This is an optimization exercise on Yosys and OpenROAD, whose aim is a short achievable clock period and few clock cycles, not a production implementation.
Function was checked by simulation only, so behaviour that the tests miss may differ from the original.
No activity file was given, so power comes from the tool's default toggle rates.

===== flow/run.sh =====
#!/bin/bash
# Standard ORFS layout, with timing repair aimed below the design's clock
# period, plain buffers on the ports and free resizing of cells.
set -euo pipefail
bash standard.sh SETUP_SLACK_MARGIN=7.6 'BUFFER_PORTS_ARGS=-buffer_cell sky130_fd_sc_hd__buf_8' MATCH_CELL_FOOTPRINT=0 finish > std_flow.log 2>&1

===== standard.sh =====
#!/bin/bash
# synth_recipe.tcl (not shown) runs the flow's synth.tcl, then flattens the netlist and writes it again
# the make line also repeats each setting of config.mk as NAME=value (left out here)
make -C /OpenROAD-flow-scripts/flow DESIGN_CONFIG=/design/flow/config.mk WORK_HOME=/design/flow/orfs CLKGATE_MAP_FILE= SYNTH_SCRIPT=/design/flow/synth_recipe.tcl "${@:-finish}"

===== config.mk =====
export PLATFORM = sky130hd
export DESIGN_NAME = processor
export DESIGN_NICKNAME = processor
export VERILOG_FILES = /design/flow/design.v
export SDC_FILE = /design/flow/constraint.sdc
export NUM_CORES = 4
export LEC_CHECK = 0
export CAP_MARGIN = 20
export CORE_MARGIN = 2
export CORE_UTILIZATION = 40
export SLEW_MARGIN = 20

===== constraint.sdc =====
create_clock -name core_clock -period 11.0 [get_ports {clk}]
set_input_delay 2.2000 -clock core_clock [delete_from_list [all_inputs] [get_ports {clk}]]
set_output_delay 2.2000 -clock core_clock [all_outputs]
set_load 0.01 [all_outputs]

===== design.v =====
`default_nettype none
module processor( input         clk, reset,
                  output [31:0] pc,
                  input  [31:0] instruction,
                  output        WE,
                  output [31:0] address_to_mem,
                  output [31:0] data_to_mem,
                  input  [31:0] data_from_mem
                );
    reg  [31:0] pc_r;
    reg  [3:0]  btb_v;
    reg  [31:0] btb_pc [0:3];
    reg  [31:0] btb_tg [0:3];
    reg  [1:0]  btb_ptr;
    reg  [31:0] regs [1:31];
    reg         x_v;
    reg  [31:0] x_pc, x_pc4, x_imm, x_rv1, x_rv2;
    reg  [4:0]  x_rd;
    reg         x_wr, x_use1, x_use2;
    reg         x_hM1, x_hM2;                     
    reg         x_hS1, x_hO1, x_hS2, x_hO2;       
    reg         x_bS, x_bO, x_bR;                 
    reg         x_ld, x_st, x_br, x_jal, x_jalr, x_lui, x_ctl, x_j4;
    reg         x_hit;
    reg  [1:0]  x_hidx;
    reg         x_sub, x_useimm, x_sel_sum, x_sel_and, x_sel_srl, x_sel_fl;
    reg         x_beq, x_blt;
    reg         m_v;
    reg  [31:0] m_sum, m_oth;
    reg         m_issum;
    reg  [4:0]  m_rd;
    reg         m_wr, m_ld;
    reg  [31:0] ar_r, dr_r;
    reg         we_r;
    reg         m_uins, m_urem;
    reg  [31:0] m_upc, m_utg;
    reg  [1:0]  m_hidx;
    assign pc = pc_r;
    assign address_to_mem = ar_r;
    assign data_to_mem = dr_r;
    assign WE = we_r;
    wire [31:0] ins = instruction;
    wire [6:0]  op  = ins[6:0];
    wire [2:0]  f3  = ins[14:12];
    wire [4:0]  f_rs1 = ins[19:15];
    wire [4:0]  f_rs2 = ins[24:20];
    wire [4:0]  f_rd  = ins[11:7];
    wire f_op   = op == 7'b0110011;
    wire f_opi  = op == 7'b0010011;
    wire f_ld   = op == 7'b0000011;
    wire f_st   = op == 7'b0100011;
    wire f_br   = op == 7'b1100011;
    wire f_lui  = op == 7'b0110111;
    wire f_jal  = op == 7'b1101111;
    wire f_jalr = op == 7'b1100111;
    wire f_fl   = op == 7'b0001011;
    wire [31:0] immI = {{20{ins[31]}}, ins[31:20]};
    wire [31:0] immS = {{20{ins[31]}}, ins[31:25], ins[11:7]};
    wire [31:0] immB = {{19{ins[31]}}, ins[31], ins[7], ins[30:25], ins[11:8], 1'b0};
    wire [31:0] immU = {ins[31:12], 12'b0};
    wire [31:0] immJ = {{11{ins[31]}}, ins[31], ins[19:12], ins[20], ins[30:21], 1'b0};
    wire [31:0] f_imm = f_st ? immS : f_br ? immB : f_lui ? immU : f_jal ? immJ : immI;
    wire f_useimm = f_opi | f_ld | f_st | f_jalr;
    wire [31:0] wdata;
    wire f_mh1 = m_v & m_wr & (m_rd == f_rs1);
    wire f_mh2 = m_v & m_wr & (m_rd == f_rs2);
    wire [31:0] f_rv1 = f_mh1 ? wdata : (f_rs1 == 5'd0) ? 32'b0 : regs[f_rs1];
    wire [31:0] f_rv2 = f_mh2 ? wdata : (f_rs2 == 5'd0) ? 32'b0 : regs[f_rs2];
    wire [31:0] pc4 = pc_r + 32'd4;
    wire [3:0] f_hitv;
    genvar gi;
    generate for (gi = 0; gi < 4; gi = gi + 1) begin : g_btb
        assign f_hitv[gi] = btb_v[gi] & (btb_pc[gi] == pc_r);
    end endgenerate
    wire f_hit = |f_hitv;
    wire [1:0] f_hidx = {f_hitv[3] | f_hitv[2], f_hitv[3] | f_hitv[1]};
    wire [31:0] f_ptg = ({32{f_hitv[0]}} & btb_tg[0]) | ({32{f_hitv[1]}} & btb_tg[1]) |
                        ({32{f_hitv[2]}} & btb_tg[2]) | ({32{f_hitv[3]}} & btb_tg[3]);
    wire [31:0] A = ({32{x_hS1}} & m_sum) | ({32{x_hO1}} & m_oth) | ({32{~x_hM1}} & x_rv1);
    wire [31:0] B = ({32{x_hS2}} & m_sum) | ({32{x_hO2}} & m_oth) | ({32{~x_hM2}} & x_rv2);
    wire stall = x_v & m_ld & ((x_use1 & x_hM1) | (x_use2 & x_hM2 & ~x_st));
    wire [31:0] sdata = (x_hM2 & m_ld) ? data_from_mem : B;
    wire [31:0] bsrc = ({32{x_bS}} & m_sum) | ({32{x_bO}} & m_oth) |
                       ({32{x_bR}} & x_rv2) | ({32{x_useimm}} & x_imm);
    wire [31:0] sum = A + (bsrc ^ {32{x_sub}}) + {31'b0, x_sub};
    wire [31:0] jrsum = A + x_imm;
    wire [31:0] and_r = A & B;
    wire [31:0] srl_r = A >> B[4:0];
    wire [7:0]  flx = A[30:23] - 8'd127;
    wire [31:0] fl_r = {{24{A[30:23] < 8'd127}}, flx};
    wire [31:0] early = x_lui ? x_imm : x_pc4;
    wire [31:0] oth = x_sel_and ? and_r : x_sel_srl ? srl_r : x_sel_fl ? fl_r : early;
    wire x_eq = A == B;
    wire x_lt = $signed(A) < $signed(B);
    wire x_z  = ~|((A ^ B) ^ {(A[30:0] | B[30:0]), 1'b0});
    wire x_taken = x_beq ? x_eq : x_blt ? x_lt : x_z;
    wire [31:0] jcy = (A & x_imm) | ((A | x_imm) & ~x_pc4);
    wire x_jfall = ~|((A ^ x_imm ^ x_pc4) ^ {jcy[30:0], 1'b0});
    wire [31:0] x_tgt = x_pc + x_imm;
    wire xgo = x_v & ~stall;
    wire redir_jal = x_jal & ~x_hit & ~x_j4;
    wire redir_bad = x_hit & ~x_ctl;
    wire redir_t  = xgo & ((x_br & ~x_hit) | redir_jal | redir_bad);    
    wire redir_nt = xgo & ((x_br & x_hit) | redir_jal | redir_bad);     
    wire redir_jr = xgo & x_jalr & ~(~x_hit & x_jfall);
    wire [31:0] seq_pc = stall ? pc_r : f_hit ? f_ptg : pc4;
    wire [31:0] tgt_t  = (x_br | x_jal) ? x_tgt : x_pc4;
    wire [31:0] tgt_nt = x_jal ? x_tgt : x_pc4;
    wire [31:0] pc_tk = redir_jr ? jrsum : redir_t  ? tgt_t  : seq_pc;
    wire [31:0] pc_nt = redir_jr ? jrsum : redir_nt ? tgt_nt : seq_pc;
    wire x_uins = (x_br & x_taken & ~x_hit) | (x_jal & ~x_hit & ~x_j4);
    wire x_urem = x_br & ~x_taken & x_hit;
    wire [31:0] pc_next = x_taken ? pc_tk : pc_nt;
    wire xv_tk = ~redir_jr & ~redir_t  & (x_v | ~stall);
    wire xv_nt = ~redir_jr & ~redir_nt & (x_v | ~stall);
    wire xv_next = x_taken ? xv_tk : xv_nt;
    assign wdata = m_ld ? data_from_mem : m_issum ? m_sum : m_oth;
    always @(posedge clk or posedge reset) begin
        if (reset) begin
            pc_r <= 32'b0;
            x_v <= 1'b0; m_v <= 1'b0; we_r <= 1'b0;
            btb_v <= 4'b0; btb_ptr <= 2'b0;
            m_uins <= 1'b0; m_urem <= 1'b0;
        end else begin
            pc_r <= pc_next;
            x_v <= xv_next;
            m_v <= xgo;
            we_r <= xgo & x_st;
            m_uins <= xgo & x_uins;
            m_urem <= xgo & x_urem;
            if (m_uins) begin
                btb_v[btb_ptr] <= 1'b1;
                btb_ptr <= btb_ptr + 2'd1;
            end else if (m_urem)
                btb_v[m_hidx] <= 1'b0;
        end
    end
    always @(posedge clk) begin
        if (m_v & m_wr) regs[m_rd] <= wdata;
        if (m_uins) begin
            btb_pc[btb_ptr] <= m_upc;
            btb_tg[btb_ptr] <= m_utg;
        end
        if (stall) begin
            if (x_hM1) x_rv1 <= data_from_mem;
            if (x_hM2) x_rv2 <= data_from_mem;
            x_hM1 <= 1'b0; x_hS1 <= 1'b0; x_hO1 <= 1'b0;
            x_hM2 <= 1'b0; x_hS2 <= 1'b0; x_hO2 <= 1'b0;
            x_bS <= 1'b0; x_bO <= 1'b0; x_bR <= ~x_useimm;
        end else begin
            x_pc <= pc_r; x_pc4 <= pc4; x_imm <= f_imm;
            x_rv1 <= f_rv1; x_rv2 <= f_rv2;
            x_hM1 <= x_v & x_wr & (x_rd == f_rs1);
            x_hM2 <= x_v & x_wr & (x_rd == f_rs2);
            x_hS1 <= x_v & x_wr & x_sel_sum & ~x_ld & (x_rd == f_rs1);
            x_hS2 <= x_v & x_wr & x_sel_sum & ~x_ld & (x_rd == f_rs2);
            x_hO1 <= x_v & x_wr & ~x_sel_sum & ~x_ld & (x_rd == f_rs1);
            x_hO2 <= x_v & x_wr & ~x_sel_sum & ~x_ld & (x_rd == f_rs2);
            x_bS <= x_v & x_wr & x_sel_sum & ~x_ld & (x_rd == f_rs2) & ~f_useimm;
            x_bO <= x_v & x_wr & ~x_sel_sum & ~x_ld & (x_rd == f_rs2) & ~f_useimm;
            x_bR <= ~(x_v & x_wr & (x_rd == f_rs2)) & ~f_useimm;
            x_rd <= f_rd;
            x_wr <= (f_op | f_opi | f_ld | f_lui | f_jal | f_jalr | f_fl) & (f_rd != 5'd0);
            x_use1 <= (f_op | f_opi | f_ld | f_st | f_br | f_jalr | f_fl) & (f_rs1 != 5'd0);
            x_use2 <= (f_op | f_st | f_br) & (f_rs2 != 5'd0);
            x_ld <= f_ld; x_st <= f_st; x_br <= f_br; x_jal <= f_jal; x_jalr <= f_jalr; x_lui <= f_lui;
            x_ctl <= f_br | f_jal;
            x_j4 <= f_jal & (immJ == 32'd4);
            x_hit <= f_hit;
            x_hidx <= f_hidx;
            x_sub <= f_op & (f3 == 3'b000) & (ins[31:30] == 2'b01);
            x_useimm <= f_useimm;
            x_sel_sum <= f_opi | f_ld | f_st | (f_op & (f3 != 3'b111) & (f3 != 3'b101));
            x_sel_and <= f_op & (f3 == 3'b111);
            x_sel_srl <= f_op & (f3 == 3'b101);
            x_sel_fl <= f_fl;
            x_beq <= f3 == 3'b000;
            x_blt <= f3 == 3'b100;
        end
        m_sum <= sum; m_oth <= oth; m_issum <= x_sel_sum;
        m_upc <= x_pc; m_utg <= x_tgt; m_hidx <= x_hidx;
        m_rd <= x_rd; m_wr <= x_wr; m_ld <= x_ld;
        ar_r <= sum;
        dr_r <= sdata;
    end
endmodule
`default_nettype wire

==> Flow_metrics.wiki, run 1 <==
{| class="wikitable"
! Metric !! Value
|-
| Fin crit share || 38.9%
|-
| Cell internal power dissipation || 13.8 mW
|-
| Achievable frequency || 233 MHz
|-
| CTS sink count || 1655
|-
| Placeable core region || 212000 um2
|-
| Initial cell density of the core || 40.2%
|-
| Worst min-delay path category || reg2reg
|-
| Startpoint types || flip-flop
|-
| Horiz. Die Dim || 465 um
|-
| Detailed-placement wirelength estimate || 204000 um
|-
| Number of design-rule violations left by the first detailed-router iteration || 9807
|-
| LEAKAGE || 37.8 nW
|-
| Data arrival at the endpoint of the critical path || 5010 ps
|-
| Most area-consuming cells after synthesis || sky130_fd_sc_hd__edfxtp_1 (51%), sky130_fd_sc_hd__mux4_2 (13%), sky130_fd_sc_hd__dfxtp_1 (4.2%)
|-
| Yosys top cell area share || 50.5%
|-
| Number of hold-slack violations in the final timing report || 0
|-
| Root Driver || sky130_fd_sc_hd__clkbuf_16
|-
| Unrepaired setup endpoints after global routing || yes
|-
| Routed wire per std cell || 37.1 um
|-
| Synthesis-to-layout area growth || 25.2%
|-
| Final setup slack of the worst path || 6720 ps
|-
| Global-route wire length before repair || 487000 um
|-
| Sw Ratio || 33.4%
|-
| Fill count || 17666
|-
| Share of final-layout standard cells stronger than drive strength 1 || 32.0%
|-
| Portion of the post-synthesis area used by sequential elements || 56.0%
|-
| Global placement routability congestion || 1.00
|-
| Area of the die || 217000 um2
|-
| Worst slack at placement || 4930 ps
|-
| Highest ir drop seen on vdd || 201 uV
|-
| Post-synthesis cell area || 85100 um2
|-
| Crit path time final || 4280 ps
|-
| NetSw || 6.92 mW
|-
| Share of flip-flops with an asynchronous set or reset || 2.60%
|-
| Most frequent cells after synthesis || sky130_fd_sc_hd__edfxtp_1 (1433), sky130_fd_sc_hd__mux4_2 (506), sky130_fd_sc_hd__nor2_1 (382)
|-
| Pwr/cell area || 194 nW/um2
|-
| TritonCTS Buffers || 176
|-
| Number of vias per cell || 6.59
|-
| Worst Tran Pin Value || 1120 ps
|-
| Antenna Nets Post-Route || 0
|-
| Worst max-slew margin expressed relative to the limit || 24.6%
|-
| Post-synth EDFFs || 1433
|-
| Maximum capacitance violations || 0
|-
| Final number of max-transition violations || 0
|-
| Most instantiated library cell after synthesis || sky130_fd_sc_hd__edfxtp_1
|-
| # IOs || 163
|-
| Worst Path Class, Setup || reg2reg
|-
| Count of standard-cell rows || 169
|-
| Post-Layout Cell Count || 9694
|-
| Run status || timing/DRC/antenna clean
|-
| Die extent in y || 465 um
|-
| Instance count of the mapped netlist || 6130
|-
| Synth area leader || sky130_fd_sc_hd__edfxtp_1
|-
| Final Net Count || 7012
|-
| Total negative setup slack || 0 ps
|-
| Final setup violation count || 0
|-
| Final wirelength || 360000 um
|-
| First-pass detailed-route iteration total || 7
|-
| Initial antenna violation count || 14
|-
| TritonCTS clock tree || yes
|-
| Primary flip-flop cell chosen by synthesis mapping || sky130_fd_sc_hd__edfxtp_1
|-
| Yosys Warn Count || 1
|-
| Sum of overflow across all layers after global routing || 0
|-
| Critical Path End Type || flip-flop
|-
| Number of distinct standard cells referenced by the synthesized netlist || 96
|-
| Syn Nets || 6430
|-
| Biggest fanout along the worst timing path || 16
|-
| Worst hold slack || 300 ps
|-
| Post-placement cell count || 8902
|-
| Count of hold buffers inserted by post-cts repair || 0
|-
| Clock buffer depth || 3
|-
| Overall fraction of global-route tracks in use || 32.2%
|-
| Clock transition at path regs || 60 ps
|-
| Setup skew after layout || 87.7 ps
|-
| Clk pwr share || 29.4%
|-
| Total number of H-tree levels || 4
|-
| Required time worst endpoint || 11730 ps
|-
| Maximum number of pins on one net before global-route repair || 93
|-
| Skew-Pair Late Insertion Delay || 870 ps
|-
| Proportion of power drawn by flip-flops and latches || 42.5%
|-
| Number of vias after detailed routing || 63872
|-
| FF+latch count, synth || 1655
|-
| Mean Syn Cell Area || 13.9 um2
|-
| Number of buffers added on ports || 162
|-
| Share of power burned in combinational logic || 28.0%
|-
| Via count of the first global-routing pass || 61429
|-
| Remaining DRCs || 0
|}
[layer usage]
metal  GRT usage (%)  share of wire (%)
met5               0              0.019
met4            21.2                8.2
met3            8.59                 12
met2            50.2                 45
met1            39.5                 35
[flip-flops by register name, summed over array words and instances, names as in the netlist, 30 cells and up]
name,count
regs,992
btb_pc,128
btb_tg,128
ar_r,32
dr_r,32
m_oth,32
m_upc,32
m_utg,32
pc_r,32
x_imm,32
x_pc,32
x_rv1,32
x_rv2,32
x_pc4,30
[kinds of logic after synthesis]
logic type | share of synthesized area (%)
xor+xnor | 3.60
fa+ha+maj | 3.79
compound gates | 10.1
buf+inv | 2.73
simple gates | 6.26
flops | 56.0
mux | 17.5
[worst max-delay path, cell delays in order (launching register included)]
cell                         delay [ps]
sky130_fd_sc_hd__dfxtp_4            440
sky130_fd_sc_hd__clkbuf_16          230
sky130_fd_sc_hd__a22oi_1             90
sky130_fd_sc_hd__o21ai_0             90
sky130_fd_sc_hd__buf_4              230
sky130_fd_sc_hd__clkinvlp_4         210
sky130_fd_sc_hd__fa_1               490
sky130_fd_sc_hd__xnor2_1            140
sky130_fd_sc_hd__nor4_1             260
sky130_fd_sc_hd__nand4_1            330
sky130_fd_sc_hd__nor3_4             280
sky130_fd_sc_hd__nand3_2            110
sky130_fd_sc_hd__o211ai_1           340
sky130_fd_sc_hd__clkbuf_16          220
sky130_fd_sc_hd__nand3_4            140
sky130_fd_sc_hd__buf_12             180
sky130_fd_sc_hd__clkbuf_16          150
sky130_fd_sc_hd__o211ai_1           200
[path summary, 6_finish.rpt]
| path | start | end | slack, ps | cells past startpoint |
|---|---|---|---|---|
| worst min-delay path | x_hidx[1] | m_hidx[1] | 300 | 0 |
| min in group asynchronous | reset | btb_v[1] | 1530 | 3 |
| worst max register to register | x_hS1 | pc_r[16] | 6720 | 17 |
| max in group asynchronous | reset | pc_r[23] | 8730 | 3 |
| worst max-delay path | x_hS1 | pc_r[16] | 6720 | 17 |
| worst min register to register | x_hidx[1] | m_hidx[1] | 300 | 0 |
[layout make-up]
cell class                 instances  area [um2]  area share (%)
clock inverter                   106        1170            1.09
antenna                           13        32.5          0.0305
timing repair buffer             819       10500            9.88
timing repair inverter             1        5.00         0.00470
clock buffer                     220        4680            4.39
tap                             2821        3530            3.31
multi-input combinational       3878       38000            35.6
sequential                      1655       47900            45.0
inverter                         181         738           0.693
[power groups by stage]
stage | Clock, mW | Combinational [mW] | Sequential [mW]
2_1_floorplan | 0 | 2.80 | 8.41
3_3_place_gp | 0 | 4.64 | 8.86
3_5_place_dp | 0 | 4.70 | 8.86
4_1_cts | 6.11 | 5.43 | 8.76
5_1_grt | 6.36 | 6.04 | 8.81
6_report | 6.09 | 5.80 | 8.80
[metrics by stage]
step           total power, mW  area (um2)  utilization (%)
2_1_floorplan             11.2       86400                -
3_3_place_gp              13.5       91900             43.4
3_5_place_dp              13.6       91900             43.4
4_1_cts                   20.3      105000             49.4
5_1_grt                   21.2      107000             50.3
6_report                  20.7      107000             50.3
[cells in the final DEF, fill, tap and decap left out, types with 36 or more instances in the layout]
cell,Yosys,routed
sky130_fd_sc_hd__o21ai_2,0,38
sky130_fd_sc_hd__mux4_2,506,506
sky130_fd_sc_hd__nand4_1,40,40
sky130_fd_sc_hd__a22o_1,47,45
sky130_fd_sc_hd__nor2_1,382,322
sky130_fd_sc_hd__buf_8,0,169
sky130_fd_sc_hd__nand2_1,293,286
sky130_fd_sc_hd__o211ai_1,51,51
sky130_fd_sc_hd__buf_4,2,405
sky130_fd_sc_hd__mux2_2,103,67
sky130_fd_sc_hd__a221oi_1,104,37
sky130_fd_sc_hd__ha_1,207,193
sky130_fd_sc_hd__clkbuf_1,278,36
sky130_fd_sc_hd__nor3_1,69,57
sky130_fd_sc_hd__a22oi_1,76,72
sky130_fd_sc_hd__mux2_4,0,36
sky130_fd_sc_hd__nand3_1,98,85
sky130_fd_sc_hd__mux2i_1,234,230
sky130_fd_sc_hd__dfxtp_4,0,38
sky130_fd_sc_hd__xnor2_1,198,190
sky130_fd_sc_hd__a221oi_2,1,56
sky130_fd_sc_hd__clkbuf_16,0,258
sky130_fd_sc_hd__buf_12,0,69
sky130_fd_sc_hd__dfxtp_1,179,108
sky130_fd_sc_hd__xor2_1,152,149
sky130_fd_sc_hd__clkinv_1,5,41
sky130_fd_sc_hd__o21ai_1,6,37
sky130_fd_sc_hd__a21oi_1,379,355
sky130_fd_sc_hd__buf_6,1,66
sky130_fd_sc_hd__o21ai_0,273,187
sky130_fd_sc_hd__nor2_4,1,46
sky130_fd_sc_hd__a21o_1,62,61
sky130_fd_sc_hd__inv_1,174,152
sky130_fd_sc_hd__edfxtp_1,1433,1433
sky130_fd_sc_hd__and3_1,41,36
[timing repair]
| item | CTS | global route |
|---|---|---|
| cloned | 99 | 11 |
| setup endpoints to repair | 306 | 295 |
| buffers inserted | 257 | 85 |
| gates resized for setup | 673 | 175 |
| pin swaps | 104 | 99 |
Testbench counts, summed over its fixed seeds: cycles 64,204.
==> run 2, diff against run 1 <==
--- a/design.v
+++ b/design.v
@@ -79,2 +79,3 @@
     wire [31:0] A = ({32{x_hS1}} & m_sum) | ({32{x_hO1}} & m_oth) | ({32{~x_hM1}} & x_rv1);
+    wire [31:0] A2 = x_hS1 ? m_sum : x_hO1 ? m_oth : x_rv1;
     wire [31:0] B = ({32{x_hS2}} & m_sum) | ({32{x_hO2}} & m_oth) | ({32{~x_hM2}} & x_rv2);
@@ -85,15 +86,35 @@
     wire [31:0] sum = A + (bsrc ^ {32{x_sub}}) + {31'b0, x_sub};
-    wire [31:0] jrsum = A + x_imm;
-    wire [31:0] and_r = A & B;
-    wire [31:0] srl_r = A >> B[4:0];
-    wire [7:0]  flx = A[30:23] - 8'd127;
-    wire [31:0] fl_r = {{24{A[30:23] < 8'd127}}, flx};
+    wire [31:0] and_r = A2 & B;
+    wire [31:0] srl_r = A2 >> B[4:0];
+    wire [7:0]  flx = A2[30:23] - 8'd127;
+    wire [31:0] fl_r = {{24{A2[30:23] < 8'd127}}, flx};
     wire [31:0] early = x_lui ? x_imm : x_pc4;
     wire [31:0] oth = x_sel_and ? and_r : x_sel_srl ? srl_r : x_sel_fl ? fl_r : early;
-    wire x_eq = A == B;
-    wire x_lt = $signed(A) < $signed(B);
-    wire x_z  = ~|((A ^ B) ^ {(A[30:0] | B[30:0]), 1'b0});
-    wire x_taken = x_beq ? x_eq : x_blt ? x_lt : x_z;
-    wire [31:0] jcy = (A & x_imm) | ((A | x_imm) & ~x_pc4);
-    wire x_jfall = ~|((A ^ x_imm ^ x_pc4) ^ {jcy[30:0], 1'b0});
+    wire [31:0] srcA [0:2];
+    wire [31:0] srcB [0:2];
+    assign srcA[0] = m_sum; assign srcA[1] = m_oth; assign srcA[2] = x_rv1;
+    assign srcB[0] = m_sum; assign srcB[1] = m_oth; assign srcB[2] = x_rv2;
+    wire [2:0] selA = {~x_hM1, x_hO1, x_hS1};
+    wire [2:0] selB = {~x_hM2, x_hO2, x_hS2};
+    wire [8:0] cmp_ab;
+    wire [31:0] jr_m [0:2];
+    genvar ga, gb;
+    generate
+        for (ga = 0; ga < 3; ga = ga + 1) begin : g_a
+            for (gb = 0; gb < 3; gb = gb + 1) begin : g_c
+                wire [31:0] a = srcA[ga];
+                wire [31:0] b = srcB[gb];
+                wire eq = a == b;
+                wire lt = $signed(a) < $signed(b);
+                wire z  = ~|((a ^ b) ^ {(a[30:0] | b[30:0]), 1'b0});
+                assign cmp_ab[ga*3+gb] = selA[ga] & selB[gb] & (x_beq ? eq : x_blt ? lt : z);
+            end
+            wire [31:0] jr = srcA[ga] + x_imm;
+            assign jr_m[ga] = {32{selA[ga]}} & jr;
+        end
+    endgenerate
+    wire x_taken = |cmp_ab;
+    wire [31:0] jrsum = jr_m[0] | jr_m[1] | jr_m[2];
+    wire [31:0] jcy = (A2 & x_imm) | ((A2 | x_imm) & ~x_pc4);
+    wire x_jfall = ~|((A2 ^ x_imm ^ x_pc4) ^ {jcy[30:0], 1'b0});
     wire [31:0] x_tgt = x_pc + x_imm;
--- a/config.mk
+++ b/config.mk
@@ -10,2 +10,4 @@
 export CORE_UTILIZATION = 40
+export CTS_CLUSTER_DIAMETER = 50
+export CTS_CLUSTER_SIZE = 30
 export SLEW_MARGIN = 20
==> run 2 against run 1 <==
  * Now fails the layout checks on slew limit
  * Critical path depth is 1 lower
  * Worst hold slack improved by 47 ps
  * Largest power group is now combinational cells
  * Register-to-register slack improved by 130 ps
  * Clock power up 7.7%
  * Wire length grew 26%
  * Critical path type unchanged
  * Via count is 22% higher
  * Count of clock-buffer cells in the layout shrank 20
  * Die area is 12% higher
  * Final area is 16% higher
==> Flow_metrics.wiki, run 2 <==
{| class="wikitable"
! Metric !! Value
|-
| Run status || finished with violations
|-
| Violated checks || slew limit
|-
| LEAKAGE || 45.1 nW
|-
| Pwr/cell area || 224 nW/um2
|-
| Final setup violation count || 0
|-
| Count of standard-cell rows || 179
|-
| Critical path buffer and inverter count || 1
|-
| Mean Syn Cell Area || 12.9 um2
|-
| Yosys Warn Count || 1
|-
| FF+latch count, synth || 1655
|-
| Initial antenna violation count || 22
|-
| Portion of the post-synthesis area used by sequential elements || 50.1%
|-
| Cell depth of the worst flop-to-flop path || 16
|-
| Via count of the first global-routing pass || 73633
|-
| Number of design-rule violations left by the first detailed-router iteration || 12008
|-
| Global-route wire length before repair || 609000 um
|-
| Placeable core region || 237000 um2
|-
| Unrepaired setup endpoints after global routing || yes
|-
| Initial cell density of the core || 40.1%
|-
| Most frequent cells in the layout || sky130_fd_sc_hd__edfxtp_1 (1433), sky130_fd_sc_hd__buf_4 (609), sky130_fd_sc_hd__mux4_2 (494), sky130_fd_sc_hd__ha_1 (470), sky130_fd_sc_hd__a21oi_1 (428)
|-
| Startpoint types || flip-flop
|-
| First-pass detailed-route iteration total || 17
|-
| Flop2flop setup slack || 6850 ps
|-
| Antenna Nets Post-Route || 0
|-
| Final number of max-transition violations || 2
|-
| Detailed-placement wirelength estimate || 271000 um
|-
| Critical path depth || 16
|-
| Worst Path Class, Setup || reg2reg
|-
| Synth area leader || sky130_fd_sc_hd__edfxtp_1
|-
| Final wirelength || 455000 um
|-
| Yosys top cell area share || 45.2%
|-
| Overall fraction of global-route tracks in use || 36.3%
|-
| Sw Ratio || 40.9%
|-
| Total number of H-tree levels || 4
|-
| TritonCTS clock tree || yes
|-
| Crit path time final || 4150 ps
|-
| Largest register FFs || 992
|-
| Clk pwr share || 23.6%
|-
| Maximum capacitance violations || 0
|-
| Total negative setup slack || 0 ps
|-
| Required time worst endpoint || 11740 ps
|-
| Global placement routability congestion || 1.06
|-
| Endpoint of the most critical register-to-register path || ar_r[30]
|-
| NetSw || 11.4 mW
|-
| Most area-consuming cells after synthesis || sky130_fd_sc_hd__edfxtp_1 (45%), sky130_fd_sc_hd__mux4_2 (12%), sky130_fd_sc_hd__ha_1 (7.1%)
|-
| Most frequent cells after synthesis || sky130_fd_sc_hd__edfxtp_1 (1433), sky130_fd_sc_hd__ha_1 (542), sky130_fd_sc_hd__mux4_2 (494)
|-
| Post-synthesis cell area || 95100 um2
|-
| Worst Tran Pin Value || 1640 ps
|-
| Syn Nets || 7996
|-
| Master of the slowest instance on the critical path || sky130_fd_sc_hd__or4_4
|-
| Number of distinct standard cells referenced by the synthesized netlist || 97
|-
| # IOs || 163
|-
| Number of buffers added on ports || 162
|-
| Most instantiated library cell after synthesis || sky130_fd_sc_hd__edfxtp_1
|-
| Most frequent standard cell in the layout excluding fill and tap cells || sky130_fd_sc_hd__edfxtp_1
|-
| Share of power burned in combinational logic || 45.4%
|-
| Data arrival at the endpoint of the critical path || 4890 ps
|-
| Clock buffer depth || 3
|-
| Number of vias per cell || 6.69
|-
| Fin crit share || 37.7%
|-
| Cell internal power dissipation || 16.4 mW
|-
| Biggest fanout along the worst timing path || 32
|-
| Largest reg by FF count || regs
|-
| Cell chain of the critical path || clkbuf_8 -> a22oi_2 -> a211oi_2 -> nor2_1 -> fa_2 -> a21o_4 -> a21oi_4 -> nor2b_2 -> or4_4 -> a21oi_4 -> o21ai_4 -> a41oi_4 -> a211oi_4 -> a211oi_2 -> a21oi_1 -> xor2_1
|-
| Highest ir drop seen on vdd || 169 uV
|-
| Post-synth EDFFs || 1433
|-
| Final Net Count || 8917
|-
| Clock transition at path regs || 80 ps
|-
| Worst min-delay path category || reg2reg
|-
| Worst max-slew margin expressed relative to the limit || -9.55%
|-
| Root Driver || sky130_fd_sc_hd__clkbuf_16
|-
| Regs by FF count || regs x992, btb_pc x128, btb_tg x128
|-
| Top delay family on crit path || compound AO/OA/AOI/OAI gates
|-
| Share of flip-flops with an asynchronous set or reset || 2.60%
|-
| Number of vias after detailed routing || 77706
|-
| TritonCTS Buffers || 180
|-
| Skew-Pair Late Insertion Delay || 900 ps
|-
| Synthesis-to-layout area growth || 30.4%
|-
| Instance count of the mapped netlist || 7352
|-
| Area of the die || 242000 um2
|-
| CTS sink count || 1655
|-
| Maximum number of pins on one net before global-route repair || 73
|-
| Die extent in y || 492 um
|-
| Sum of overflow across all layers after global routing || 0
|-
| Remaining DRCs || 0
|-
| Routed wire per std cell || 39.1 um
|-
| Achievable frequency || 241 MHz
|-
| Start point of the critical path || x_bO
|-
| Biggest cell delay along the critical path || 460 ps
|-
| Primary flip-flop cell chosen by synthesis mapping || sky130_fd_sc_hd__edfxtp_1
|-
| Proportion of power drawn by flip-flops and latches || 31.0%
|-
| Setup skew after layout || 97.7 ps
|-
| Share of final-layout standard cells stronger than drive strength 1 || 34.5%
|-
| Number of hold-slack violations in the final timing report || 0
|-
| Horiz. Die Dim || 492 um
|-
| Critical R2R Launch || x_bO
|-
| Sum of internal, switching and leakage power || 27.8 mW
|-
| Critical Path End Type || flip-flop
|-
| Critical path endpoint || ar_r[30]
|}
==> run 2: worst min path at each step <==
stage                 to       from  cells after the start  slack [ps]
2_1_floorplan  m_hidx[0]  x_hidx[0]                      0         320
3_3_place_gp   m_hidx[0]  x_hidx[0]                      0         330
3_5_place_dp   m_hidx[0]  x_hidx[0]                      0         330
4_1_cts        m_hidx[0]  x_hidx[0]                      0         350
5_1_grt        m_hidx[0]  x_hidx[0]                      0         360
6_report       m_hidx[1]  x_hidx[1]                      0         350
==> run 2: power by group through the flow <==
stage | logic, mW | registers [mW] | clock network, mW
final | 12.6 | 8.60 | 6.56
after global routing | 12.9 | 8.63 | 6.84
after CTS | 11.5 | 8.58 | 6.60
after detailed placement | 9.29 | 8.76 | 0
after global placement | 9.27 | 8.73 | 0
after floorplan | 5.14 | 8.62 | 0
==> run 2: kinds of logic after synthesis <==
family          share of synthesized area, %
fa+ha+maj                               7.89
flops                                   50.1
compound gates                          11.3
mux                                     15.8
xor+xnor                                5.23
buf+inv                                 2.97
simple gates                            6.73
==> run 2: cell type report <==
cell class	count	area, um2
diodes	17	42.5
clock buffers	200	4680
clock inverters	141	1850
fillers	19550	113000
inverters	286	1320
multi-input cells	4982	49800
flip-flops and latches	1655	47900
well taps	3167	3960
repair buffers	1168	14600
==> run 2: metrics by stage <==
stage	hold slack [ps]	cell area [um2]	util (%)	worst slack, ps	cells
after floorplan	323	96400	-	6640	7352
after detailed placement	329	103000	43.4	4560	10548
final	347	124000	52.3	6850	11616
after global routing	358	124000	52.3	6830	11601
after global placement	327	103000	43.3	4580	10547
after CTS	349	121000	50.9	6970	11449
==> run 2: timing repair <==
action / 4_1_cts / 5_1_grt
resized for setup: 1073 / 360
buffers inserted: 469 / 136
hold buffers: 0 / 0
cloned: 91 / 14
pin swaps: 133 / 170
setup endpoints to repair: 415 / 277
==> run 2: per-layer routing <==
metal / vias to the layer above / GRT usage, % / part of all wire (%)
li1: 30659 / - / -
met5: - / 0.496 / 0.066
met2: 6204 / 53.9 / 43
met1: 39153 / 45.0 / 35
met3: 1676 / 11.3 / 13
met4: 14 / 25.4 / 9.1
Testbench counts of run 2, summed over its fixed seeds: cycles 64,204.
==> run 3, diff against run 2 <==
--- a/config.mk
+++ b/config.mk
@@ -10,4 +10,2 @@
 export CORE_UTILIZATION = 40
-export CTS_CLUSTER_DIAMETER = 50
-export CTS_CLUSTER_SIZE = 30
 export SLEW_MARGIN = 20
==> run 3 against run 2 <==
  * Now clean on timing, DRC and antenna
  * Sequential power grew 0.5%
  * Clock skew rose by 2.1 ps
  * Largest power group unchanged
  * Sequential cell count stayed put
  * Worst setup slack worse by 39 ps
  * Combinational power hardly changed
  * First-iteration DRC count is 1.6% lower
  * Non-clock buffer count shrank 13
==> Flow_metrics.wiki, run 3 <==
{| class="wikitable"
! Metric !! Value
|-
| Data arrival at the endpoint of the critical path || 4940 ps
|-
| Most area-consuming cells after synthesis || sky130_fd_sc_hd__edfxtp_1 (45%), sky130_fd_sc_hd__mux4_2 (12%), sky130_fd_sc_hd__ha_1 (7.1%)
|-
| Fill count || 19743
|-
| Total number of H-tree levels || 4
|-
| Placed cell area || 103000 um2
|-
| Mean Syn Cell Area || 12.9 um2
|-
| Unrepaired setup endpoints after global routing || yes
|-
| TritonCTS clock tree || yes
|-
| NetSw || 10.9 mW
|-
| Biggest fanout along the worst timing path || 9
|-
| Portion of the post-synthesis area used by sequential elements || 50.1%
|-
| Antenna Nets Post-Route || 0
|-
| Initial antenna violation count || 18
|-
| Global placement routability congestion || 1.06
|-
| TritonCTS Buffers || 181
|-
| Global-route wire length before repair || 606000 um
|-
| First-pass detailed-route iteration total || 10
|-
| Required time worst endpoint || 11750 ps
|-
| Post-synthesis cell area || 95100 um2
|-
| Maximum capacitance violations || 0
|-
| Maximum number of pins on one net before global-route repair || 73
|-
| Biggest cell delay along the critical path || 1050 ps
|-
| Crit path time final || 4190 ps
|-
| Run status || timing/DRC/antenna clean
|-
| Most frequent standard cell in the layout excluding fill and tap cells || sky130_fd_sc_hd__edfxtp_1
|-
| Horiz. Die Dim || 492 um
|-
| Final setup violation count || 0
|-
| CTS sink count || 1655
|-
| Remaining DRCs || 0
|-
| Primary flip-flop cell chosen by synthesis mapping || sky130_fd_sc_hd__edfxtp_1
|-
| Most frequent cells after synthesis || sky130_fd_sc_hd__edfxtp_1 (1433), sky130_fd_sc_hd__ha_1 (542), sky130_fd_sc_hd__mux4_2 (494)
|-
| Routed wire per std cell || 39.0 um
|-
| Achievable frequency || 239 MHz
|-
| Area occupied by multi-input gates || 49700 um2
|-
| LEAKAGE || 44.8 nW
|-
| Top delay family on crit path || compound AO/OA/AOI/OAI gates
|-
| Number of vias per cell || 6.67
|-
| Detailed-placement wirelength estimate || 271000 um
|-
| Clk pwr share || 23.1%
|-
| Worst max-slew margin expressed relative to the limit || 17.0%
|-
| Number of buffers added on ports || 162
|-
| Number of design-rule violations left by the first detailed-router iteration || 11817
|-
| Count of hold buffers inserted by post-cts repair || 0
|-
| Number of vias after detailed routing || 77284
|-
| Clock buffer depth || 3
|-
| Skew-Pair Late Insertion Delay || 890 ps
|-
| Count of standard-cell rows || 179
|-
| Overall fraction of global-route tracks in use || 36.1%
|-
| Proportion of power drawn by flip-flops and latches || 31.6%
|-
| FF/Latch Area || 47900 um2
|-
| Yosys top cell area share || 45.2%
|-
| Critical Path End Type || flip-flop
|-
| Sum of overflow across all layers after global routing || 0
|-
| Number of distinct standard cells referenced by the synthesized netlist || 97
|-
| Share of final-layout standard cells stronger than drive strength 1 || 33.6%
|-
| Area of the die || 242000 um2
|-
| Final wirelength || 452000 um
|-
| Cell chain of the critical path || inv_1 -> o211ai_1 -> o221ai_2 -> a2111o_1 -> nor4_4 -> nand4_4 -> buf_12 -> clkbuf_16 -> buf_4 -> nand2_2 -> a221oi_1 -> a211o_1
|-
| Worst Path Class, Setup || reg2reg
|-
| # IOs || 163
|-
| Final design utilization || 51.9%
|-
| Worst Tran Pin Value || 1230 ps
|-
| Initial cell density of the core || 40.1%
|-
| Yosys Warn Count || 1
|-
| Worst slack at placement || 4560 ps
|-
| Synth area leader || sky130_fd_sc_hd__edfxtp_1
|-
| Syn Nets || 7996
|-
| Cell internal power dissipation || 16.4 mW
|-
| Synthesis-to-layout area growth || 29.5%
|-
| Instance count of the mapped netlist || 7352
|-
| Critical path buffer and inverter count || 4
|-
| Root Driver || sky130_fd_sc_hd__clkbuf_16
|-
| Fin crit share || 38.1%
|-
| Setup skew after layout || 99.8 ps
|-
| Startpoint types || flip-flop
|-
| Most frequent cells in the layout || sky130_fd_sc_hd__edfxtp_1 (1433), sky130_fd_sc_hd__buf_4 (622), sky130_fd_sc_hd__mux4_2 (494), sky130_fd_sc_hd__ha_1 (469), sky130_fd_sc_hd__a21oi_1 (427)
|-
| Highest ir drop seen on vdd || 198 uV
|-
| Largest register FFs || 992
|-
| Share of flip-flops with an asynchronous set or reset || 2.60%
|-
| Final number of max-transition violations || 0
|-
| Total negative setup slack || 0 ps
|-
| FF+latch count, synth || 1655
|-
| Final setup slack of the worst path || 6810 ps
|-
| Critical path depth || 12
|-
| Most instantiated library cell after synthesis || sky130_fd_sc_hd__edfxtp_1
|-
| Die extent in y || 492 um
|-
| Via count of the first global-routing pass || 73421
|-
| Pwr/cell area || 222 nW/um2
|-
| Min-Delay Path Depth || 0
|-
| Share of power burned in combinational logic || 45.3%
|-
| Placeable core region || 237000 um2
|-
| Final Net Count || 8907
|-
| Finished layout cell area || 123000 um2
|-
| Sw Ratio || 40.0%
|-
| Clock transition at path regs || 70 ps
|-
| Worst min-delay path category || reg2reg
|-
| Largest reg by FF count || regs
|-
| Regs by FF count || regs x992, btb_pc x128, btb_tg x128
|-
| Cell depth of the worst flop-to-flop path || 12
|-
| Post-synth EDFFs || 1433
|-
| Number of hold-slack violations in the final timing report || 0
|-
| Master of the slowest instance on the critical path || sky130_fd_sc_hd__edfxtp_1
|}
==> run 3: timing repair <==
item                                    in CTS  in global routing
cloned                                      90                  9
resized for setup                          888                535
setup buffers                              381                219
pin swaps                                   86                230
endpoints found under the setup margin     417                252
==> run 3: cells by family after synthesis <==
family / Yosys count / share of synthesized area [%]
DFF: 1655 / 50.1
AOI/OAI and AO/OA: 1636 / 11.3
and+or+nand+nor: 1327 / 6.73
muxes: 867 / 15.8
buffers and inverters: 721 / 2.97
adders and majority gates: 578 / 7.89
xor gates and xnor gates: 568 / 5.23
==> run 3: cell type report <==
type	instances	area share, %
clock buffer	235	3.99
antenna	9	0.0183
inverter	286	1.07
timing repair buffer	1155	11.5
multi-input combinational	4984	40.4
clock inverter	96	0.969
sequential	1655	38.9
tap	3167	3.22
==> run 3: per-stage QoR <==
stage / hold WS, ps / cells / power (mW)
after floorplan: 323 / 7352 / 13.8
after global placement: 327 / 10547 / 18.0
after detailed placement: 329 / 10548 / 18.0
after CTS: 344 / 11350 / 25.8
after global routing: 353 / 11580 / 27.9
final: 342 / 11587 / 27.3
==> run 3: power by group through the flow <==
stage               combinational (mW)  sequential [mW]  clock, mW
finish                            12.4             8.64       6.31
global route                      12.7             8.66       6.58
CTS                               10.9             8.60       6.34
detailed placement                9.29             8.76          0
global placement                  9.27             8.73          0
floorplan                         5.14             8.62          0
==> run 3: path summary, 6_finish.rpt <==
check	startpoint	end	slack (ps)
max reg2reg	x_beq	pc_r[18]	6810
min in group asynchronous	reset	btb_ptr[1]	1530
max	x_beq	pc_r[18]	6810
min reg2reg	x_hidx[1]	m_hidx[1]	340
max in group asynchronous	reset	pc_r[8]	8810
min	x_hidx[1]	m_hidx[1]	340
==> run 3: layer usage <==
metal / routed length [um] / GRT usage (%)
met4: 40400 / 25.5
met3: 58400 / 11.3
met1: 157000 / 44.5
met2: 196000 / 53.6
met5: 242 / 0.258
==> run 4, diff against run 3 <==
==> flow/run.sh (replaced) <==
#!/bin/bash
# Standard ORFS layout, with timing repair aimed below the design's clock
# period, plain buffers on the ports and free resizing of cells.
set -euo pipefail
bash standard.sh SETUP_SLACK_MARGIN=7.2 'BUFFER_PORTS_ARGS=-buffer_cell sky130_fd_sc_hd__buf_8' MATCH_CELL_FOOTPRINT=0 finish > std_flow.log 2>&1
==> run 4 against run 3 <==
  * Cell count decreased by 2.4%
  * Count of clock-buffer cells in the layout fell by 1
  * Still clean on timing, DRC and antenna
  * Core utilization decreased by 2.3 points
  * Die area did not move
  * Area after synthesis unchanged
  * Highest routed layer unchanged
==> Flow_metrics.wiki, run 4 <==
{| class="wikitable"
! Metric !! Value
|-
| Area of the die || 242000 um2
|-
| Synth area leader || sky130_fd_sc_hd__edfxtp_1
|-
| Horiz. Die Dim || 492 um
|-
| Yosys Warn Count || 1
|-
| Most frequent cells in the layout || sky130_fd_sc_hd__edfxtp_1 (1433), sky130_fd_sc_hd__mux4_2 (494), sky130_fd_sc_hd__buf_4 (485), sky130_fd_sc_hd__ha_1 (465), sky130_fd_sc_hd__a21oi_1 (449)
|-
| Remaining DRCs || 0
|-
| Biggest cell delay along the critical path || 480 ps
|-
| Number of vias after detailed routing || 75213
|-
| Most frequent standard cell in the layout excluding fill and tap cells || sky130_fd_sc_hd__edfxtp_1
|-
| Share of final-layout standard cells stronger than drive strength 1 || 28.5%
|-
| Global placement routability congestion || 1.13
|-
| Instance count of the mapped netlist || 7352
|-
| Routed wire per std cell || 38.8 um
|-
| Maximum capacitance violations || 0
|-
| Syn Nets || 7996
|-
| FF+latch count, synth || 1655
|-
| Root Driver || sky130_fd_sc_hd__clkbuf_16
|-
| Synthesis-to-layout area growth || 23.8%
|-
| TritonCTS Buffers || 180
|-
| Largest reg by FF count || regs
|-
| Placeable core region || 237000 um2
|-
| Startpoint types || flip-flop
|-
| Worst Path Class, Setup || reg2reg
|-
| Final number of max-transition violations || 0
|-
| LEAKAGE || 42.2 nW
|-
| Count of standard-cell rows || 179
|-
| Crit path time final || 4100 ps
|-
| Number of distinct standard cells referenced by the synthesized netlist || 97
|-
| Die extent in y || 492 um
|-
| Number of buffers added on ports || 162
|-
| # IOs || 163
|-
| TritonCTS clock tree || yes
|-
| Cell chain of the critical path || buf_4 -> inv_1 -> ha_1 -> xor2_1 -> nand4_1 -> nor4_2 -> a31oi_1 -> o211ai_1 -> a2111o_1 -> nor4_4 -> nand4_4 -> buf_12 -> nand2_4 -> or3_1 -> a41oi_2
|-
| Master of the slowest instance on the critical path || sky130_fd_sc_hd__xor2_1
|-
| Placed cell area || 103000 um2
|-
| CTS sink count || 1655
|-
| Global-route wire length before repair || 591000 um
|-
| Final Net Count || 8624
|-
| Biggest fanout along the worst timing path || 9
|-
| Top delay family on crit path || simple AND/OR/NAND/NOR gates
|-
| Critical path buffer and inverter count || 3
|-
| Highest ir drop seen on vdd || 248 uV
|-
| Via count of the first global-routing pass || 72046
|-
| Yosys top cell area share || 45.2%
|-
| Number of design-rule violations left by the first detailed-router iteration || 11781
|-
| Post-synthesis cell area || 95100 um2
|-
| Worst max-slew margin expressed relative to the limit || 11.3%
|-
| Antenna Nets Post-Route || 0
|-
| Regs by FF count || regs x992, btb_pc x128, btb_tg x128
|-
| Clock buffer depth || 3
|-
| Most frequent cells after synthesis || sky130_fd_sc_hd__edfxtp_1 (1433), sky130_fd_sc_hd__ha_1 (542), sky130_fd_sc_hd__mux4_2 (494)
|-
| Required time worst endpoint || 11770 ps
|-
| Count of hold buffers inserted by post-cts repair || 0
|-
| Fin crit share || 37.3%
|-
| Finished layout cell area || 118000 um2
|-
| Data arrival at the endpoint of the critical path || 4860 ps
|-
| Number of hold-slack violations in the final timing report || 0
|-
| Final setup violation count || 0
|-
| Most instantiated library cell after synthesis || sky130_fd_sc_hd__edfxtp_1
|-
| Clock transition at path regs || 60 ps
|-
| Run status || timing/DRC/antenna clean
|-
| Skew-Pair Late Insertion Delay || 920 ps
|-
| Mean Syn Cell Area || 12.9 um2
|-
| Final wirelength || 438000 um
|-
| Total negative setup slack || 0 ps
|-
| Largest register FFs || 992
|-
| Worst min-delay path category || reg2reg
|-
| Total number of H-tree levels || 4
|-
| Initial cell density of the core || 40.1%
|-
| Most area-consuming cells after synthesis || sky130_fd_sc_hd__edfxtp_1 (45%), sky130_fd_sc_hd__mux4_2 (12%), sky130_fd_sc_hd__ha_1 (7.1%)
|-
| Maximum number of pins on one net before global-route repair || 85
|-
| Share of flip-flops with an asynchronous set or reset || 2.60%
|-
| Sum of overflow across all layers after global routing || 0
|-
| Unrepaired setup endpoints after global routing || yes
|-
| Detailed-placement wirelength estimate || 275000 um
|-
| Sum of internal, switching and leakage power || 26.6 mW
|-
| Portion of the post-synthesis area used by sequential elements || 50.1%
|-
| First-pass detailed-route iteration total || 9
|-
| Worst Tran Pin Value || 1320 ps
|-
| Post-synth EDFFs || 1433
|-
| Initial antenna violation count || 20
|-
| Setup skew after layout || 106 ps
|-
| Primary flip-flop cell chosen by synthesis mapping || sky130_fd_sc_hd__edfxtp_1
|-
| Critical Path End Type || flip-flop
|-
| Number of vias per cell || 6.65
|-
| Achievable frequency || 244 MHz
|-
| Pwr/cell area || 226 nW/um2
|-
| Overall fraction of global-route tracks in use || 35.2%
|}
[run 4: what timing repair did]
action | 4_1_cts | 5_1_grt
gates cloned | 50 | 10
setup endpoints to repair | 213 | 145
setup buffers | 300 | 65
endpoints found under the hold margin | 0 | 0
pin swaps | 102 | 73
resized for setup | 737 | 184
[run 4: area by class of cell]
class                           instances  area (um2)
Antenna cell                           11        27.5
Timing Repair Buffer                  876       10400
Fill cell                           20191      119000
Sequential cell                      1655       47800
Clock buffer                          234        4760
Clock inverter                         97        1210
Multi-Input combinational cell       4981       48300
Inverter                              286        1340
Tap cell                             3167        3960
[run 4: final timing paths]
path                            startpoint   endpoint  slack, ps  depth (start not counted)
max in group asynchronous            reset   pc_r[20]       8800                          3
worst max-delay path              m_oth[0]   pc_r[31]       6900                         15
min in group asynchronous            reset   btb_v[2]       1500                          3
worst max register to register    m_oth[0]   pc_r[31]       6900                         15
worst min register to register   x_hidx[0]  m_hidx[0]        280                          0
worst min-delay path             x_hidx[0]  m_hidx[0]        280                          0
[run 4: cells by family after synthesis]
logic type                 after synthesis  synth area share (%)
AOI/OAI and AO/OA                     1636                  11.3
xor gates and xnor gates               568                  5.23
adders and majority gates              578                  7.89
buffers and inverters                  721                  2.97
DFF                                   1655                  50.1
muxes                                  867                  15.8
and+or+nand+nor                       1327                  6.73
[run 4: per-layer routing]
layer	GRT usage, %	routed length [um]
met1	43.3	155000
met2	52.5	189000
met3	11.5	55300
met4	24.2	38800
met5	0.516	417
[run 4: power by group]
part | total, mW | leakage (nW) | switching, mW | internal, mW
combinational | 11.7 | 24.0 | 7.41 | 4.32
sequential | 8.66 | 15.4 | 0.633 | 8.03
clock | 6.19 | 2.85 | 2.73 | 3.46
total | 26.6 | 42.2 | 10.8 | 15.8
[run 4: metrics by stage]
| stage | hold WS (ps) | setup slack (ps) | util (%) | std cells |
|---|---|---|---|---|
| 2_1_floorplan | 323 | 6640 | - | 7352 |
| 3_3_place_gp | 326 | 4560 | 43.3 | 10537 |
| 3_5_place_dp | 328 | 4520 | 43.3 | 10538 |
| 4_1_cts | 291 | 7050 | 48.9 | 11219 |
| 5_1_grt | 297 | 6880 | 49.7 | 11296 |
| 6_report | 283 | 6900 | 49.7 | 11307 |
==> run 5, diff against run 4 <==
--- a/design.v
+++ b/design.v
@@ -17,2 +17,4 @@
     reg  [31:0] x_pc, x_pc4, x_imm, x_rv1, x_rv2;
+    reg  [31:0] x_pc_h, x_pc4_h, x_imm_h;
+    reg         x_sub_h, x_useimm_h, x_beq_h, x_blt_h;
     reg  [4:0]  x_rd;
@@ -34,3 +36,3 @@
     reg         we_r;
-    reg         m_uins, m_urem;
+    reg         m_ubr, m_ujal, m_tk, m_uhit;    
     reg  [31:0] m_upc, m_utg;
@@ -63,2 +65,3 @@
     wire f_useimm = f_opi | f_ld | f_st | f_jalr;
+    wire f_sub = f_op & (f3 == 3'b000) & (ins[31:30] == 2'b01);
     wire [31:0] wdata;
@@ -80,2 +83,3 @@
     wire [31:0] A2 = x_hS1 ? m_sum : x_hO1 ? m_oth : x_rv1;
+    wire [31:0] B2 = x_hS2 ? m_sum : x_hO2 ? m_oth : x_rv2;
     wire [31:0] B = ({32{x_hS2}} & m_sum) | ({32{x_hO2}} & m_oth) | ({32{~x_hM2}} & x_rv2);
@@ -131,4 +135,4 @@
     wire [31:0] pc_nt = redir_jr ? jrsum : redir_nt ? tgt_nt : seq_pc;
-    wire x_uins = (x_br & x_taken & ~x_hit) | (x_jal & ~x_hit & ~x_j4);
-    wire x_urem = x_br & ~x_taken & x_hit;
+    wire m_uins = (m_ubr & m_tk & ~m_uhit) | m_ujal;
+    wire m_urem = m_ubr & ~m_tk & m_uhit;
     wire [31:0] pc_next = x_taken ? pc_tk : pc_nt;
@@ -143,3 +147,3 @@
             btb_v <= 4'b0; btb_ptr <= 2'b0;
-            m_uins <= 1'b0; m_urem <= 1'b0;
+            m_ubr <= 1'b0; m_ujal <= 1'b0;
         end else begin
@@ -149,4 +153,4 @@
             we_r <= xgo & x_st;
-            m_uins <= xgo & x_uins;
-            m_urem <= xgo & x_urem;
+            m_ubr <= xgo & x_br;
+            m_ujal <= xgo & x_jal & ~x_hit & ~x_j4;
             if (m_uins) begin
@@ -165,4 +169,4 @@
         if (stall) begin
-            if (x_hM1) x_rv1 <= data_from_mem;
-            if (x_hM2) x_rv2 <= data_from_mem;
+            x_rv1 <= x_hM1 ? data_from_mem : A2;
+            x_rv2 <= x_hM2 ? data_from_mem : B2;
             x_hM1 <= 1'b0; x_hS1 <= 1'b0; x_hO1 <= 1'b0;
@@ -171,3 +175,3 @@
         end else begin
-            x_pc <= pc_r; x_pc4 <= pc4; x_imm <= f_imm;
+            x_pc_h <= pc_r; x_pc4_h <= pc4; x_imm_h <= f_imm;
             x_rv1 <= f_rv1; x_rv2 <= f_rv2;
@@ -191,4 +195,4 @@
             x_hidx <= f_hidx;
-            x_sub <= f_op & (f3 == 3'b000) & (ins[31:30] == 2'b01);
-            x_useimm <= f_useimm;
+            x_sub_h <= f_sub;
+            x_useimm_h <= f_useimm;
             x_sel_sum <= f_opi | f_ld | f_st | (f_op & (f3 != 3'b111) & (f3 != 3'b101));
@@ -197,6 +201,14 @@
             x_sel_fl <= f_fl;
-            x_beq <= f3 == 3'b000;
-            x_blt <= f3 == 3'b100;
-        end
+            x_beq_h <= f3 == 3'b000;
+            x_blt_h <= f3 == 3'b100;
+        end
+        x_pc <= stall ? x_pc_h : pc_r;
+        x_pc4 <= stall ? x_pc4_h : pc4;
+        x_imm <= stall ? x_imm_h : f_imm;
+        x_sub <= stall ? x_sub_h : f_sub;
+        x_useimm <= stall ? x_useimm_h : f_useimm;
+        x_beq <= stall ? x_beq_h : (f3 == 3'b000);
+        x_blt <= stall ? x_blt_h : (f3 == 3'b100);
         m_sum <= sum; m_oth <= oth; m_issum <= x_sel_sum;
+        m_tk <= x_taken; m_uhit <= x_hit;
         m_upc <= x_pc; m_utg <= x_tgt; m_hidx <= x_hidx;
==> flow/run.sh (replaced) <==
#!/bin/bash
# Standard ORFS layout, with timing repair aimed below the design's clock
# period, plain buffers on the ports and free resizing of cells.
set -euo pipefail
bash standard.sh SETUP_SLACK_MARGIN=7.6 'BUFFER_PORTS_ARGS=-buffer_cell sky130_fd_sc_hd__buf_8' MATCH_CELL_FOOTPRINT=0 finish > std_flow.log 2>&1
==> run 5 against run 4 <==
  * Core utilization grew 1.0 points
  * Worst setup slack lost 57 ps
  * First-iteration DRC count grew 3.8%
  * Wire length grew 2.1%
  * Clock skew shrank 20 ps
  * Worst hold slack gained 64 ps
  * Area after synthesis grew 2.0%
  * Combinational power grew 3%
  * Final area grew 3.7%
  * Count of clock-buffer cells in the layout shrank 20
  * Clock power grew 2%
  * Synthesized cell count grew 2.3%
  * Largest power group unchanged
==> Flow_metrics.wiki, run 5 <==
{| class="wikitable"
! Metric !! Value
|-
| Run status || timing/DRC/antenna clean
|-
| Initial cell density of the core || 40.3%
|-
| First-pass detailed-route iteration total || 9
|-
| Post-synth EDFFs || 1401
|-
| Number of distinct standard cells referenced by the synthesized netlist || 99
|-
| Final Net Count || 8881
|-
| Worst min-delay path category || reg2reg
|-
| # IOs || 163
|-
| Synthesis-to-layout area growth || 25.9%
|-
| Final number of max-transition violations || 0
|-
| Start point of the critical path || x_rv1[28]
|-
| Final wirelength || 447000 um
|-
| Fin crit share || 37.8%
|-
| Number of hold-slack violations in the final timing report || 0
|-
| Most instantiated library cell after synthesis || sky130_fd_sc_hd__edfxtp_1
|-
| Number of vias per cell || 6.74
|-
| Worst Tran Pin Value || 1370 ps
|-
| Most frequent cells after synthesis || sky130_fd_sc_hd__edfxtp_1 (1401), sky130_fd_sc_hd__mux4_2 (544), sky130_fd_sc_hd__ha_1 (538)
|-
| Most area-consuming cells after synthesis || sky130_fd_sc_hd__edfxtp_1 (43%), sky130_fd_sc_hd__mux4_2 (13%), sky130_fd_sc_hd__ha_1 (6.9%)
|-
| Primary flip-flop cell chosen by synthesis mapping || sky130_fd_sc_hd__edfxtp_1
|-
| Remaining DRCs || 0
|-
| Skew-Pair Late Insertion Delay || 910 ps
|-
| Synth area leader || sky130_fd_sc_hd__edfxtp_1
|-
| Clock buffer depth || 3
|-
| Flop2flop setup slack || 6840 ps
|-
| Number of buffers added on ports || 162
|-
| Critical Path End Type || flip-flop
|-
| Yosys top cell area share || 43.4%
|-
| Post-Layout Cell Count || 11606
|-
| Finished layout cell area || 122000 um2
|-
| Sum of overflow across all layers after global routing || 0
|-
| Placeable core region || 241000 um2
|-
| Regs by FF count || regs x992, btb_pc x128, btb_tg x128
|-
| CTS sink count || 1657
|-
| Share of final-layout standard cells stronger than drive strength 1 || 30.8%
|-
| Count of standard-cell rows || 180
|-
| Number of vias after detailed routing || 78228
|-
| Instance count of the mapped netlist || 7520
|-
| Critical path endpoint || pc_r[7]
|-
| Highest ir drop seen on vdd || 162 uV
|-
| Total number of H-tree levels || 4
|-
| Critical R2R Launch || x_rv1[28]
|-
| Data arrival at the endpoint of the critical path || 4890 ps
|-
| Mean Syn Cell Area || 12.9 um2
|-
| Antenna Nets Post-Route || 0
|-
| Fill count || 20159
|-
| Via count of the first global-routing pass || 73643
|-
| Maximum capacitance violations || 0
|-
| Detailed-placement wirelength estimate || 262000 um
|-
| Post-synthesis cell area || 97000 um2
|-
| Area of the die || 246000 um2
|-
| LEAKAGE || 44.1 nW
|-
| Global placement routability congestion || 1.10
|-
| Overall fraction of global-route tracks in use || 35.3%
|-
| Share of flip-flops with an asynchronous set or reset || 2.60%
|-
| Cell depth of the worst flop-to-flop path || 18
|-
| Yosys Warn Count || 1
|-
| Pwr/cell area || 223 nW/um2
|-
| Achievable frequency || 241 MHz
|-
| Horiz. Die Dim || 496 um
|-
| Endpoint of the most critical register-to-register path || pc_r[7]
|-
| Die extent in y || 496 um
|-
| Biggest fanout along the worst timing path || 5
|-
| Setup skew after layout || 86.0 ps
|-
| Unrepaired setup endpoints after global routing || yes
|-
| FF/Latch Area || 47700 um2
|-
| TritonCTS clock tree || yes
|-
| Most frequent standard cell in the layout excluding fill and tap cells || sky130_fd_sc_hd__edfxtp_1
|-
| Initial antenna violation count || 39
|-
| Portion of the post-synthesis area used by sequential elements || 48.9%
|-
| Min-Delay Path Depth || 0
|-
| Worst Path Class, Setup || reg2reg
|-
| Root Driver || sky130_fd_sc_hd__clkbuf_16
|-
| Worst max-slew margin expressed relative to the limit || 7.77%
|-
| Required time worst endpoint || 11730 ps
|-
| Placed cell area || 104000 um2
|-
| Post-placement cell count || 10662
|-
| Most frequent cells in the layout || sky130_fd_sc_hd__edfxtp_1 (1401), sky130_fd_sc_hd__mux4_2 (544), sky130_fd_sc_hd__buf_4 (515), sky130_fd_sc_hd__ha_1 (513), sky130_fd_sc_hd__a21oi_1 (378)
|-
| Routed wire per std cell || 38.5 um
|-
| Number of design-rule violations left by the first detailed-router iteration || 12231
|-
| TritonCTS Buffers || 178
|-
| Syn Nets || 8160
|-
| Largest register FFs || 992
|-
| Global-route wire length before repair || 600000 um
|-
| Largest reg by FF count || regs
|-
| Crit path time final || 4160 ps
|-
| Clock transition at path regs || 60 ps
|-
| Final setup violation count || 0
|-
| Maximum number of pins on one net before global-route repair || 106
|-
| Startpoint types || flip-flop
|-
| FF+latch count, synth || 1657
|-
| Area occupied by multi-input gates || 49700 um2
|-
| Total negative setup slack || 0 ps
|}
==> run 5: timing repair <==
action	in CTS	in global routing
pin swaps	82	105
hold buffers	0	0
setup endpoints to repair	295	256
gates resized for setup	866	268
cloned	109	12
buffers inserted	365	95
==> run 5: cells by family after synthesis <==
group | after synthesis | share of synthesized area, %
adder cells (fa/ha/maj) | 574 | 7.68
flip-flops | 1657 | 48.9
multiplexers | 918 | 16.6
buffers and inverters | 777 | 3.25
XOR/XNOR | 564 | 5.09
AO/OA/AOI/OAI | 1696 | 11.7
AND/OR/NAND/NOR | 1334 | 6.78
==> run 5: routing by layer <==
metal / track usage (%) / vias to the layer above / part of all wire [%]
li1: - / 31018 / -
met1: 42.3 / 38871 / 34
met2: 51.8 / 6471 / 43
met3: 12.5 / 1838 / 13
met4: 27.6 / 30 / 10
met5: 0 / - / 0.049
==> run 5: power by group <==
group	switching [mW]	leakage [nW]	internal (mW)
sequential	0.746	15.4	8.06
clock	2.74	3.00	3.59
combinational	7.55	25.8	4.58
total	11.0	44.1	16.2
==> run 5: critical path: stages, from the launching register on <==
cell,delay [ps]
sky130_fd_sc_hd__dfxtp_4,390
sky130_fd_sc_hd__buf_12,150
sky130_fd_sc_hd__clkinvlp_4,220
sky130_fd_sc_hd__buf_6,190
sky130_fd_sc_hd__ha_4,230
sky130_fd_sc_hd__or4b_4,520
sky130_fd_sc_hd__nor3_4,250
sky130_fd_sc_hd__a31o_1,190
sky130_fd_sc_hd__o31a_1,160
sky130_fd_sc_hd__or4b_1,130
sky130_fd_sc_hd__a21oi_2,80
sky130_fd_sc_hd__o41ai_2,310
sky130_fd_sc_hd__o211ai_1,180
sky130_fd_sc_hd__buf_6,180
sky130_fd_sc_hd__clkbuf_16,180
sky130_fd_sc_hd__buf_12,150
sky130_fd_sc_hd__o211ai_1,80
sky130_fd_sc_hd__o21ai_1,110
sky130_fd_sc_hd__mux2_2,260
==> run 5: worst min-delay path by stage <==
stage | to | slack (ps) | startpoint
after floorplan | m_hidx[0] | 320 | x_hidx[0]
after global placement | m_hidx[1] | 330 | x_hidx[1]
after detailed placement | m_hidx[1] | 340 | x_hidx[1]
after CTS | m_hidx[0] | 350 | x_hidx[0]
after global routing | m_hidx[0] | 360 | x_hidx[0]
final | m_hidx[0] | 350 | x_hidx[0]
==> run 5: area by class of cell <==
type                    count  share of cell area [%]
diodes                     28                  0.0574
clock buffers             214                    3.86
repair buffers           1018                    10.8
multi-input cells        5090                    40.7
flip-flops and latches   1657                    39.0
inverters                 296                    1.09
well taps                3185                    3.26
clock inverters           118                    1.18
==> run 5: metrics by stage <==
stage | total power, mW | hold WS (ps) | util, % | setup slack, ps
floorplan | 14.2 | 323 | - | 6760
global placement | 18.2 | 327 | 43.2 | 4980
detailed placement | 18.3 | 336 | 43.2 | 4970
CTS | 26.2 | 352 | 49.6 | 7000
global route | 27.9 | 358 | 50.7 | 6920
finish | 27.3 | 348 | 50.7 | 6840
Testbench counts of run 5, summed over its fixed seeds: cycles 64,204.

separate check: timing with driven ports:
The results above use ideal ports. As a check the final layouts listed here were re-extracted and re-timed, cells and wires unchanged. Step 1, drivers: a clkbuf_16 drives clk and a buf_2 each remaining input, both assumed. Step 2, shift: input delay + t, output delay - t, t = (earliest + latest rising clock arrival at the registers) / 2. This alone moves slack from input paths to output paths. a / b / c = ideal / step 1 / step 2; a / b = the first two.
run	shift t [ns]	slack for setup (ns)	cell pins on the clock port's net
run 1	0.931	6.716 / 6.716 / 5.943	1
run 2	0.937	6.850 / 6.678 / 5.741	1
run 3	0.947	6.811 / 6.791 / 5.844	1
run 4	0.964	6.901 / 6.901 / 5.949	1
run 5	0.949	6.844 / 6.844 / 5.951	1
For run 2, which loses most, drivers alone change the setup slack by -0.172 ns; drivers and shift together by -1.109 ns.
